Context: an optimization exercise on an open-source flow, tuned for small area. The choices shown serve that exercise and are no tape-out recipe. Function was checked by simulation only, so behaviour that the tests miss may differ from the original. Power and IR drop assume default switching activity.

==> inputs of run a <==
## top
module top(
  input clk,
  input rst,
  input [31:0] IM_out,
  input [31:0] DM_out,
  output IM_enable,
  output [31:0] IM_address,
  output DM_write,
  output DM_enable,
  output [31:0] DM_in,
  output [31:0] DM_address
);
==> flow/config.mk <==
export PLATFORM = sky130hd
export DESIGN_NAME = top
export DESIGN_NICKNAME = top
export VERILOG_FILES = /design/flow/design.v
export SDC_FILE = /design/flow/constraint.sdc
export NUM_CORES = 4
export LEC_CHECK = 0
export CAP_MARGIN = 20
export CORE_MARGIN = 2
export CORE_UTILIZATION = 30
export SLEW_MARGIN = 20
==> flow/constraint.sdc <==
create_clock -name core_clock -period 8.5 [get_ports {clk}]
set_input_delay 1.7000 -clock core_clock [delete_from_list [all_inputs] [get_ports {clk}]]
set_output_delay 1.7000 -clock core_clock [all_outputs]
set_load 0.01 [all_outputs]
run.sh (not shown) runs the stock make flow with config.mk's settings and CLKGATE_MAP_FILE= SYNTH_SCRIPT=/design/flow/synth_recipe.tcl, a recipe that flattens the netlist after the stock synthesis.
==> run b: changes against run a <==
--- a/flow/design.v
+++ b/flow/design.v
@@ -225,17 +225,15 @@
     endcase
   end
   wire [1:0] pc_sel = kill ? 2'h3 : br_sel;
   wire dec_kill = pc_sel != 2'h0;
   wire if_kill  = dec_kill | cs_fencei | fencei_r;
   wire fencei   = cs_fencei | fencei_r;
-  wire rs1_oen = ~dec_kill & cs_rs1_oen;
-  wire rs2_oen = ~dec_kill & cs_rs2_oen;
-  wire hazard = (exe_is_load & (exe_wbaddr_c != 5'h0) &
-                 (((exe_wbaddr_c == rs1) & rs1_oen) | ((exe_wbaddr_c == rs2) & rs2_oen))) |
-                exe_is_csr;
+  wire hz_pre = exe_is_load & (exe_wbaddr_c != 5'h0) &
+                (((exe_wbaddr_c == rs1) & cs_rs1_oen) | ((exe_wbaddr_c == rs2) & cs_rs2_oen));
+  wire hazard = (hz_pre & ~dec_kill) | exe_is_csr;
   wire dec_stall = hazard | stall;
   wire full_stall = stall;
   wire adv = ~dec_stall & ~full_stall;
   wire bub = (dec_stall & ~full_stall) | kill;
   wire [2:0] csr_cmd_dec = ((cs_csr == 3'h2 || cs_csr == 3'h3) && rs1 == 5'h0) ? 3'h5 : cs_csr;
   wire is_csr_dec = (cs_csr != 3'h0) & (cs_csr != 3'h4);
@@ -272,35 +270,46 @@
       3'h5: op2 = imm_uj;
       default: op2 = 32'h0;
     endcase
   end
   wire [31:0] op1 = (cs_op1 == 2'h2) ? {27'h0, rs1} :
                     (cs_op1 == 2'h1) ? dec_pc : rs1_val;
-  wire [31:0] adder = exe_op1 + exe_op2;
+  wire        alu_sub = exe_alu_fun[3] | (exe_alu_fun == 4'h1);
+  wire [32:0] sum = {1'b0, exe_op1} + {1'b0, exe_op2 ^ {32{alu_sub}}} + {32'h0, alu_sub};
+  wire [31:0] adder = sum[31:0];
+  wire        alu_sltu = ~sum[32];
+  wire        alu_slt = (exe_op1[31] ^ exe_op2[31]) ? exe_op1[31] : sum[31];
   wire [4:0]  shamt = exe_op2[4:0];
+  wire        shl = exe_alu_fun == 4'h2;
+  reg  [31:0] sh_in, sh_rev;
+  integer j;
+  always @(*) for (j = 0; j < 32; j = j + 1) sh_in[j] = shl ? exe_op1[31 - j] : exe_op1[j];
+  wire        sh_fill = (exe_alu_fun == 4'h4) & exe_op1[31];
+  wire [32:0] sh_ext = {sh_fill, sh_in};
+  wire [32:0] sh_out = $signed(sh_ext) >>> shamt;
+  always @(*) for (j = 0; j < 32; j = j + 1) sh_rev[j] = sh_out[31 - j];
   reg  [31:0] alu;
   always @(*) begin
     case (exe_alu_fun)
-      4'h0: alu = adder;
-      4'h1: alu = exe_op1 - exe_op2;
-      4'h2: alu = exe_op1 << shamt;
-      4'h3: alu = exe_op1 >> shamt;
-      4'h4: alu = $signed(exe_op1) >>> shamt;
+      4'h0, 4'h1: alu = adder;
+      4'h2: alu = sh_rev;
+      4'h3, 4'h4: alu = sh_out[31:0];
       4'h5: alu = exe_op1 & exe_op2;
       4'h6: alu = exe_op1 | exe_op2;
       4'h7: alu = exe_op1 ^ exe_op2;
-      4'h8: alu = {31'h0, $signed(exe_op1) < $signed(exe_op2)};
-      4'h9: alu = {31'h0, exe_op1 < exe_op2};
+      4'h8: alu = {31'h0, alu_slt};
+      4'h9: alu = {31'h0, alu_sltu};
       4'ha: alu = exe_op1;
       default: alu = exe_op2;
     endcase
   end
   assign alu_out = alu;
+  wire [32:0] bdiff = {1'b0, exe_op1} - {1'b0, exe_rs2};
   assign eq  = exe_op1 == exe_rs2;
-  assign lt  = $signed(exe_op1) < $signed(exe_rs2);
-  assign ltu = exe_op1 < exe_rs2;
+  assign ltu = bdiff[32];
+  assign lt  = (exe_op1[31] ^ exe_rs2[31]) ? exe_op1[31] : bdiff[31];
   wire [31:0] exe_pc4 = exe_pc + 32'h4;
   wire [31:0] br_target = exe_pc + exe_op2 - 32'h4;
   wire        pc_hold = fencei & (pc_sel == 2'h0) & adv;
   wire [31:0] pc_next = (pc_sel == 2'h0) ? if_pc + 32'h4 :
                         (pc_sel == 2'h1) ? br_target :
                         (pc_sel == 2'h2) ? adder : csr_evec;
@@ -491,21 +500,23 @@
   integer k;
   always @(posedge clock) begin
     for (k = 3; k <= 34; k = k + 1)
       if (reset || (w_cnt && cidx == k)) hpm[k] <= wd_r;
   end
   always @(posedge clock) begin
+    if (reset | (wen & (a == 12'h343))) mtval <= wd_r;
+    if (reset | (wen & (a == 12'h340))) mscratch <= wd_r;
+    if (reset | (wen & (a == 12'h302))) medeleg <= wd_r;
+    if (reset | (wen & (a == 12'h7b1))) dpc <= wd_r;
+    if (reset | (wen & (a == 12'h7b2))) dscratch <= wd_r;
+  end
+  always @(posedge clock) begin
     if (reset) begin
       mstatus_mie <= 1'b0;
       mstatus_mpie <= 1'b0;
       mepc <= 32'h0;
-      mtval <= 32'h0;
-      mscratch <= 32'h0;
-      medeleg <= 32'h0;
-      dpc <= 32'h0;
-      dscratch <= 32'h0;
       mcause_int <= 1'b0;
       mcause_code <= 5'h0;
       mip_mtip <= 1'b0;
       mip_msip <= 1'b0;
       mie_mtip <= 1'b0;
       mie_msip <= 1'b0;
@@ -525,30 +536,25 @@
       if (wen & (a == 12'h341)) mepc <= {wdata[31:2], 2'b00};
       else if (io_exception) mepc <= io_pc;
       if (wen & (a == 12'h342)) {mcause_int, mcause_code} <= {wdata[31], wdata[4:0]};
       else if (insn_break) {mcause_int, mcause_code} <= 6'h03;
       else if (insn_call) {mcause_int, mcause_code} <= 6'h0b;
       else if (io_exception) {mcause_int, mcause_code} <= 6'h02;
-      if (wen & (a == 12'h343)) mtval <= wdata;
-      if (wen & (a == 12'h340)) mscratch <= wdata;
-      if (wen & (a == 12'h302)) medeleg <= wdata;
-      if (wen & (a == 12'h7b1)) dpc <= wdata;
-      if (wen & (a == 12'h7b2)) dscratch <= wdata;
       if (wen & (a == 12'h7b0)) begin
         dcsr_step <= wdata[2];
         dcsr_ebreakm <= wdata[15];
       end
       if (wen & (a == 12'h344)) mip_msip <= wdata[3];
       if (wen & (a == 12'h304)) begin
         mie_msip <= wdata[3];
         mie_mtip <= wdata[7];
       end
       if (wen & (a == 12'hb00)) mcycle <= wdata;
       else if (~(wen & (a == 12'hb80))) mcycle <= mcycle + 32'h1;
       if (wen & (a == 12'hb02)) minstret <= wdata;
-      else if (~(wen & (a == 12'hb82))) minstret <= minstret + {31'h0, io_retire};
+      else if (~(wen & (a == 12'hb82)) & io_retire) minstret <= minstret + 32'h1;
     end
   end
   assign io_eret = insn_call | insn_break | insn_ret;
   assign io_evec = (insn_call | insn_break) ? 32'h80000004 :
                    mret ? mepc : dret ? dpc : 32'h80000004;
 endmodule
==> flow/flow/run.sh (new file) <==
#!/bin/bash
# Standard layout (standard.sh), with these changes:
#  - synthesis maps combinational logic with an area-oriented ABC script
#    (flow/area.abc); the synthesis script itself is the standard flow's, sourced unchanged
#  - CTS with clkbuf_16 sink clusters of at most 24 flip-flops within 70 um,
#    no dummy loads
#  - port buffers use the smallest buffer cell
#  - adders keep Yosys's default (Brent-Kung) carry network instead of the
#    Kogge-Stone map (flow/plain_map.v maps nothing)
set -euo pipefail
W=$(pwd)
orig=$(grep -o 'SYNTH_SCRIPT=[^ ]*' standard.sh | head -1 | cut -d= -f2- | tr -d "'")
{ cat "$W/flow/abc_area.tcl"; echo "source $orig"; } > "$W/flow_synth.tcl"
sed "s#SYNTH_SCRIPT=[^ ]*#SYNTH_SCRIPT=$W/flow_synth.tcl#" standard.sh > "$W/flow_standard.sh"
export FLOW_FLOW_ABC_SCRIPT="$W/flow/area.abc"
export CTS_ARGS="-sink_clustering_enable -repair_clock_nets -sink_clustering_size 24 -sink_clustering_max_diameter 70 -buf_list sky130_fd_sc_hd__clkbuf_16 -dont_use_dummy_load"
export BUFFER_PORTS_ARGS="-buffer_cell sky130_fd_sc_hd__buf_1"
export SYNTH_OPERATIONS_ARGS="-extra-map $W/flow/plain_map.v"
bash "$W/flow_standard.sh" "$@" > "$W/flow_make.log" 2>&1
==> flow/flow/abc_area.tcl (new file) <==
# Map the combinational logic with an area-oriented ABC script; everything
# else in the synthesis (including flip-flop mapping) is the standard one.
proc abc {args} {
  set i [lsearch -exact $args -script]
  if { $i >= 0 } {
    set args [lreplace $args [expr {$i + 1}] [expr {$i + 1}] $::env(FLOW_FLOW_ABC_SCRIPT)]
  }
  yosys abc {*}$args
}
==> flow/flow/area.abc (new file) <==
strash
ifraig
dc2
balance
rewrite -z
refactor -z
rewrite -z
dc2
&get -n
&st
&dch -f
&nf -R 1000
&put
buffer -c
topo
stime -c
upsize -c
dnsize -c
==> flow/flow/plain_map.v (new file) <==
// no extra operator mapping: Yosys maps adders with its default (Brent-Kung) carry network
(* techmap_celltype = "$__bench_no_such_cell" *)
module _bench_no_such_cell_map (A, Y);
  input A;
  output Y;
  assign Y = A;
endmodule
==> flow/standard.sh (new file) <==
#!/bin/bash
# synth_recipe.tcl (not shown) runs the flow's synth.tcl, then flattens the netlist and writes it again
# the make line also repeats each setting of config.mk as NAME=value (left out here)
make -C /OpenROAD-flow-scripts/flow DESIGN_CONFIG=/design/flow/config.mk WORK_HOME=/design/flow/orfs CLKGATE_MAP_FILE= SYNTH_SCRIPT=/design/flow/synth_recipe.tcl "${@:-finish}"
Settings changed: CORE_UTILIZATION 30 to 40, PLACE_DENSITY from default to 0.6.
removed: flow/run.sh
==> run c: changes against run a <==
--- a/flow/design.v
+++ b/flow/design.v
@@ -225,17 +225,15 @@
     endcase
   end
   wire [1:0] pc_sel = kill ? 2'h3 : br_sel;
   wire dec_kill = pc_sel != 2'h0;
   wire if_kill  = dec_kill | cs_fencei | fencei_r;
   wire fencei   = cs_fencei | fencei_r;
-  wire rs1_oen = ~dec_kill & cs_rs1_oen;
-  wire rs2_oen = ~dec_kill & cs_rs2_oen;
-  wire hazard = (exe_is_load & (exe_wbaddr_c != 5'h0) &
-                 (((exe_wbaddr_c == rs1) & rs1_oen) | ((exe_wbaddr_c == rs2) & rs2_oen))) |
-                exe_is_csr;
+  wire hz_pre = exe_is_load & (exe_wbaddr_c != 5'h0) &
+                (((exe_wbaddr_c == rs1) & cs_rs1_oen) | ((exe_wbaddr_c == rs2) & cs_rs2_oen));
+  wire hazard = (hz_pre & ~dec_kill) | exe_is_csr;
   wire dec_stall = hazard | stall;
   wire full_stall = stall;
   wire adv = ~dec_stall & ~full_stall;
   wire bub = (dec_stall & ~full_stall) | kill;
   wire [2:0] csr_cmd_dec = ((cs_csr == 3'h2 || cs_csr == 3'h3) && rs1 == 5'h0) ? 3'h5 : cs_csr;
   wire is_csr_dec = (cs_csr != 3'h0) & (cs_csr != 3'h4);
@@ -272,35 +270,46 @@
       3'h5: op2 = imm_uj;
       default: op2 = 32'h0;
     endcase
   end
   wire [31:0] op1 = (cs_op1 == 2'h2) ? {27'h0, rs1} :
                     (cs_op1 == 2'h1) ? dec_pc : rs1_val;
-  wire [31:0] adder = exe_op1 + exe_op2;
+  wire        alu_sub = exe_alu_fun[3] | (exe_alu_fun == 4'h1);
+  wire [32:0] sum = {1'b0, exe_op1} + {1'b0, exe_op2 ^ {32{alu_sub}}} + {32'h0, alu_sub};
+  wire [31:0] adder = sum[31:0];
+  wire        alu_sltu = ~sum[32];
+  wire        alu_slt = (exe_op1[31] ^ exe_op2[31]) ? exe_op1[31] : sum[31];
   wire [4:0]  shamt = exe_op2[4:0];
+  wire        shl = exe_alu_fun == 4'h2;
+  reg  [31:0] sh_in, sh_rev;
+  integer j;
+  always @(*) for (j = 0; j < 32; j = j + 1) sh_in[j] = shl ? exe_op1[31 - j] : exe_op1[j];
+  wire        sh_fill = (exe_alu_fun == 4'h4) & exe_op1[31];
+  wire [32:0] sh_ext = {sh_fill, sh_in};
+  wire [32:0] sh_out = $signed(sh_ext) >>> shamt;
+  always @(*) for (j = 0; j < 32; j = j + 1) sh_rev[j] = sh_out[31 - j];
   reg  [31:0] alu;
   always @(*) begin
     case (exe_alu_fun)
-      4'h0: alu = adder;
-      4'h1: alu = exe_op1 - exe_op2;
-      4'h2: alu = exe_op1 << shamt;
-      4'h3: alu = exe_op1 >> shamt;
-      4'h4: alu = $signed(exe_op1) >>> shamt;
+      4'h0, 4'h1: alu = adder;
+      4'h2: alu = sh_rev;
+      4'h3, 4'h4: alu = sh_out[31:0];
       4'h5: alu = exe_op1 & exe_op2;
       4'h6: alu = exe_op1 | exe_op2;
       4'h7: alu = exe_op1 ^ exe_op2;
-      4'h8: alu = {31'h0, $signed(exe_op1) < $signed(exe_op2)};
-      4'h9: alu = {31'h0, exe_op1 < exe_op2};
+      4'h8: alu = {31'h0, alu_slt};
+      4'h9: alu = {31'h0, alu_sltu};
       4'ha: alu = exe_op1;
       default: alu = exe_op2;
     endcase
   end
   assign alu_out = alu;
+  wire [32:0] bdiff = {1'b0, exe_op1} - {1'b0, exe_rs2};
   assign eq  = exe_op1 == exe_rs2;
-  assign lt  = $signed(exe_op1) < $signed(exe_rs2);
-  assign ltu = exe_op1 < exe_rs2;
+  assign ltu = bdiff[32];
+  assign lt  = (exe_op1[31] ^ exe_rs2[31]) ? exe_op1[31] : bdiff[31];
   wire [31:0] exe_pc4 = exe_pc + 32'h4;
   wire [31:0] br_target = exe_pc + exe_op2 - 32'h4;
   wire        pc_hold = fencei & (pc_sel == 2'h0) & adv;
   wire [31:0] pc_next = (pc_sel == 2'h0) ? if_pc + 32'h4 :
                         (pc_sel == 2'h1) ? br_target :
                         (pc_sel == 2'h2) ? adder : csr_evec;
@@ -491,21 +500,23 @@
   integer k;
   always @(posedge clock) begin
     for (k = 3; k <= 34; k = k + 1)
       if (reset || (w_cnt && cidx == k)) hpm[k] <= wd_r;
   end
   always @(posedge clock) begin
+    if (reset | (wen & (a == 12'h343))) mtval <= wd_r;
+    if (reset | (wen & (a == 12'h340))) mscratch <= wd_r;
+    if (reset | (wen & (a == 12'h302))) medeleg <= wd_r;
+    if (reset | (wen & (a == 12'h7b1))) dpc <= wd_r;
+    if (reset | (wen & (a == 12'h7b2))) dscratch <= wd_r;
+  end
+  always @(posedge clock) begin
     if (reset) begin
       mstatus_mie <= 1'b0;
       mstatus_mpie <= 1'b0;
       mepc <= 32'h0;
-      mtval <= 32'h0;
-      mscratch <= 32'h0;
-      medeleg <= 32'h0;
-      dpc <= 32'h0;
-      dscratch <= 32'h0;
       mcause_int <= 1'b0;
       mcause_code <= 5'h0;
       mip_mtip <= 1'b0;
       mip_msip <= 1'b0;
       mie_mtip <= 1'b0;
       mie_msip <= 1'b0;
@@ -525,30 +536,25 @@
       if (wen & (a == 12'h341)) mepc <= {wdata[31:2], 2'b00};
       else if (io_exception) mepc <= io_pc;
       if (wen & (a == 12'h342)) {mcause_int, mcause_code} <= {wdata[31], wdata[4:0]};
       else if (insn_break) {mcause_int, mcause_code} <= 6'h03;
       else if (insn_call) {mcause_int, mcause_code} <= 6'h0b;
       else if (io_exception) {mcause_int, mcause_code} <= 6'h02;
-      if (wen & (a == 12'h343)) mtval <= wdata;
-      if (wen & (a == 12'h340)) mscratch <= wdata;
-      if (wen & (a == 12'h302)) medeleg <= wdata;
-      if (wen & (a == 12'h7b1)) dpc <= wdata;
-      if (wen & (a == 12'h7b2)) dscratch <= wdata;
       if (wen & (a == 12'h7b0)) begin
         dcsr_step <= wdata[2];
         dcsr_ebreakm <= wdata[15];
       end
       if (wen & (a == 12'h344)) mip_msip <= wdata[3];
       if (wen & (a == 12'h304)) begin
         mie_msip <= wdata[3];
         mie_mtip <= wdata[7];
       end
       if (wen & (a == 12'hb00)) mcycle <= wdata;
       else if (~(wen & (a == 12'hb80))) mcycle <= mcycle + 32'h1;
       if (wen & (a == 12'hb02)) minstret <= wdata;
-      else if (~(wen & (a == 12'hb82))) minstret <= minstret + {31'h0, io_retire};
+      else if (~(wen & (a == 12'hb82)) & io_retire) minstret <= minstret + 32'h1;
     end
   end
   assign io_eret = insn_call | insn_break | insn_ret;
   assign io_evec = (insn_call | insn_break) ? 32'h80000004 :
                    mret ? mepc : dret ? dpc : 32'h80000004;
 endmodule
==> flow/flow/run.sh (new file) <==
#!/bin/bash
# Standard layout (standard.sh), with two changes:
#  - synthesis maps combinational logic with an area-oriented ABC script
#    (flow/area.abc); the synthesis script itself is the standard flow's, sourced unchanged
#  - CTS with clkbuf_16 sink clusters of at most 24 flip-flops within 60 um,
#    no dummy loads
set -euo pipefail
W=$(pwd)
orig=$(grep -o 'SYNTH_SCRIPT=[^ ]*' standard.sh | head -1 | cut -d= -f2- | tr -d "'")
{ cat "$W/flow/abc_area.tcl"; echo "source $orig"; } > "$W/flow_synth.tcl"
sed "s#SYNTH_SCRIPT=[^ ]*#SYNTH_SCRIPT=$W/flow_synth.tcl#" standard.sh > "$W/flow_standard.sh"
export FLOW_FLOW_ABC_SCRIPT="$W/flow/area.abc"
export CTS_ARGS="-sink_clustering_enable -repair_clock_nets -sink_clustering_size 24 -sink_clustering_max_diameter 60 -buf_list sky130_fd_sc_hd__clkbuf_16 -dont_use_dummy_load"
bash "$W/flow_standard.sh" "$@" > "$W/flow_make.log" 2>&1
==> flow/flow/abc_area.tcl (new file) <==
# Map the combinational logic with an area-oriented ABC script; everything
# else in the synthesis (including flip-flop mapping) is the standard one.
proc abc {args} {
  set i [lsearch -exact $args -script]
  if { $i >= 0 } {
    set args [lreplace $args [expr {$i + 1}] [expr {$i + 1}] $::env(FLOW_FLOW_ABC_SCRIPT)]
  }
  yosys abc {*}$args
}
==> flow/flow/area.abc (new file) <==
strash
ifraig
dc2
balance
rewrite -z
refactor -z
rewrite -z
dc2
&get -n
&st
&dch -f
&nf -R 1000
&put
buffer -c
topo
stime -c
upsize -c
dnsize -c
==> flow/standard.sh (new file) <==
#!/bin/bash
# synth_recipe.tcl (not shown) runs the flow's synth.tcl, then flattens the netlist and writes it again
# the make line also repeats each setting of config.mk as NAME=value (left out here)
make -C /OpenROAD-flow-scripts/flow DESIGN_CONFIG=/design/flow/config.mk WORK_HOME=/design/flow/orfs CLKGATE_MAP_FILE= SYNTH_SCRIPT=/design/flow/synth_recipe.tcl "${@:-finish}"
Settings changed: CORE_UTILIZATION 30 to 40, PLACE_DENSITY from default to 0.6.
removed: flow/run.sh
==> out/metrics.csv <==
metric,value,unit
share of the cycle needed by the critical path after routing,88.31,%
outcome,timing/DRC/antenna clean,
adder-cell share of the synthesized area,3.150,%
Initial DRC Count,22570,
Core Region,296300,µm²
count of distinct cell types in the synthesized netlist,70,
multi-input combinational area share,30.69,%
highest cell delay on the worst timing path,580,ps
#MultiIn Comb,5845,
final core utilization,44.02,%
Sequential Area,76240,µm²
clock group power,7.82,mW
buffer and inverter count on the worst path,1,
footprint of the multi-input gates,40020,µm²
The numbers above come from run b.

==> out/metrics.csv <==
metric,value,unit
count of distinct cell types in the synthesized netlist,119,
multi-input combinational area share,34.33,%
fraction of met1 tracks used by global routing,35.54,%
adder-cell share of the synthesized area,1.927,%
Max Freq,158.8,MHz
outcome,timing/DRC/antenna clean,
Layout Nets,12030,
highest cell delay on the worst timing path,1030,ps
Sequential Area,74650,µm²
final core utilization,34.67,%
#MultiIn Comb,7814,
share of the cycle needed by the critical path after routing,74.09,%
footprint of the multi-input gates,51280,µm²
Core Region,430900,µm²
buffer and inverter count on the worst path,2,
The numbers above come from run a.

==> out/metrics.csv <==
metric,value,unit
#MultiIn Comb,6089,
final core utilization,44.78,%
Core Region,297000,µm²
Initial DRC Count,21850,
highest cell delay on the worst timing path,590,ps
adder-cell share of the synthesized area,2.061,%
clock group power,8.77,mW
count of distinct cell types in the synthesized netlist,81,
outcome,timing/DRC/antenna clean,
share of the cycle needed by the critical path after routing,92.78,%
Post-Synth Simple-Gate Area,9.334,%
Sequential Area,76240,µm²
footprint of the multi-input gates,40440,µm²
buffer and inverter count on the worst path,1,
multi-input combinational area share,30.40,%
The numbers above come from run c.

-- port drivers added, routing unchanged --
The flow's constraints put no driver on any port. The routed layouts listed below were extracted and timed again, unchanged, in two steps.
Step 1, drivers: a clkbuf_16 drives clk and a buf_2 each remaining input, both assumed.
Step 2 adds t to the input delays and takes it off the output delays; t is the mean of the earliest and latest rising clock arrival at the registers after step 1. Input paths then give back, and output paths get back, about the clock's delay inside the block.
a / b / c = ideal ports / drivers / drivers and shift; a / b = the first two.
run | t, ns | slack for setup (ns) | pins driven straight from the clock port
run a | 1.043 | 2.203 / 2.203 / 2.203 | 1
run b | 0.974 | 0.994 / 0.994 / 0.994 | 1
run c | 0.991 | 0.614 / 0.614 / 0.614 | 1
After both steps every run listed still meets setup and hold.
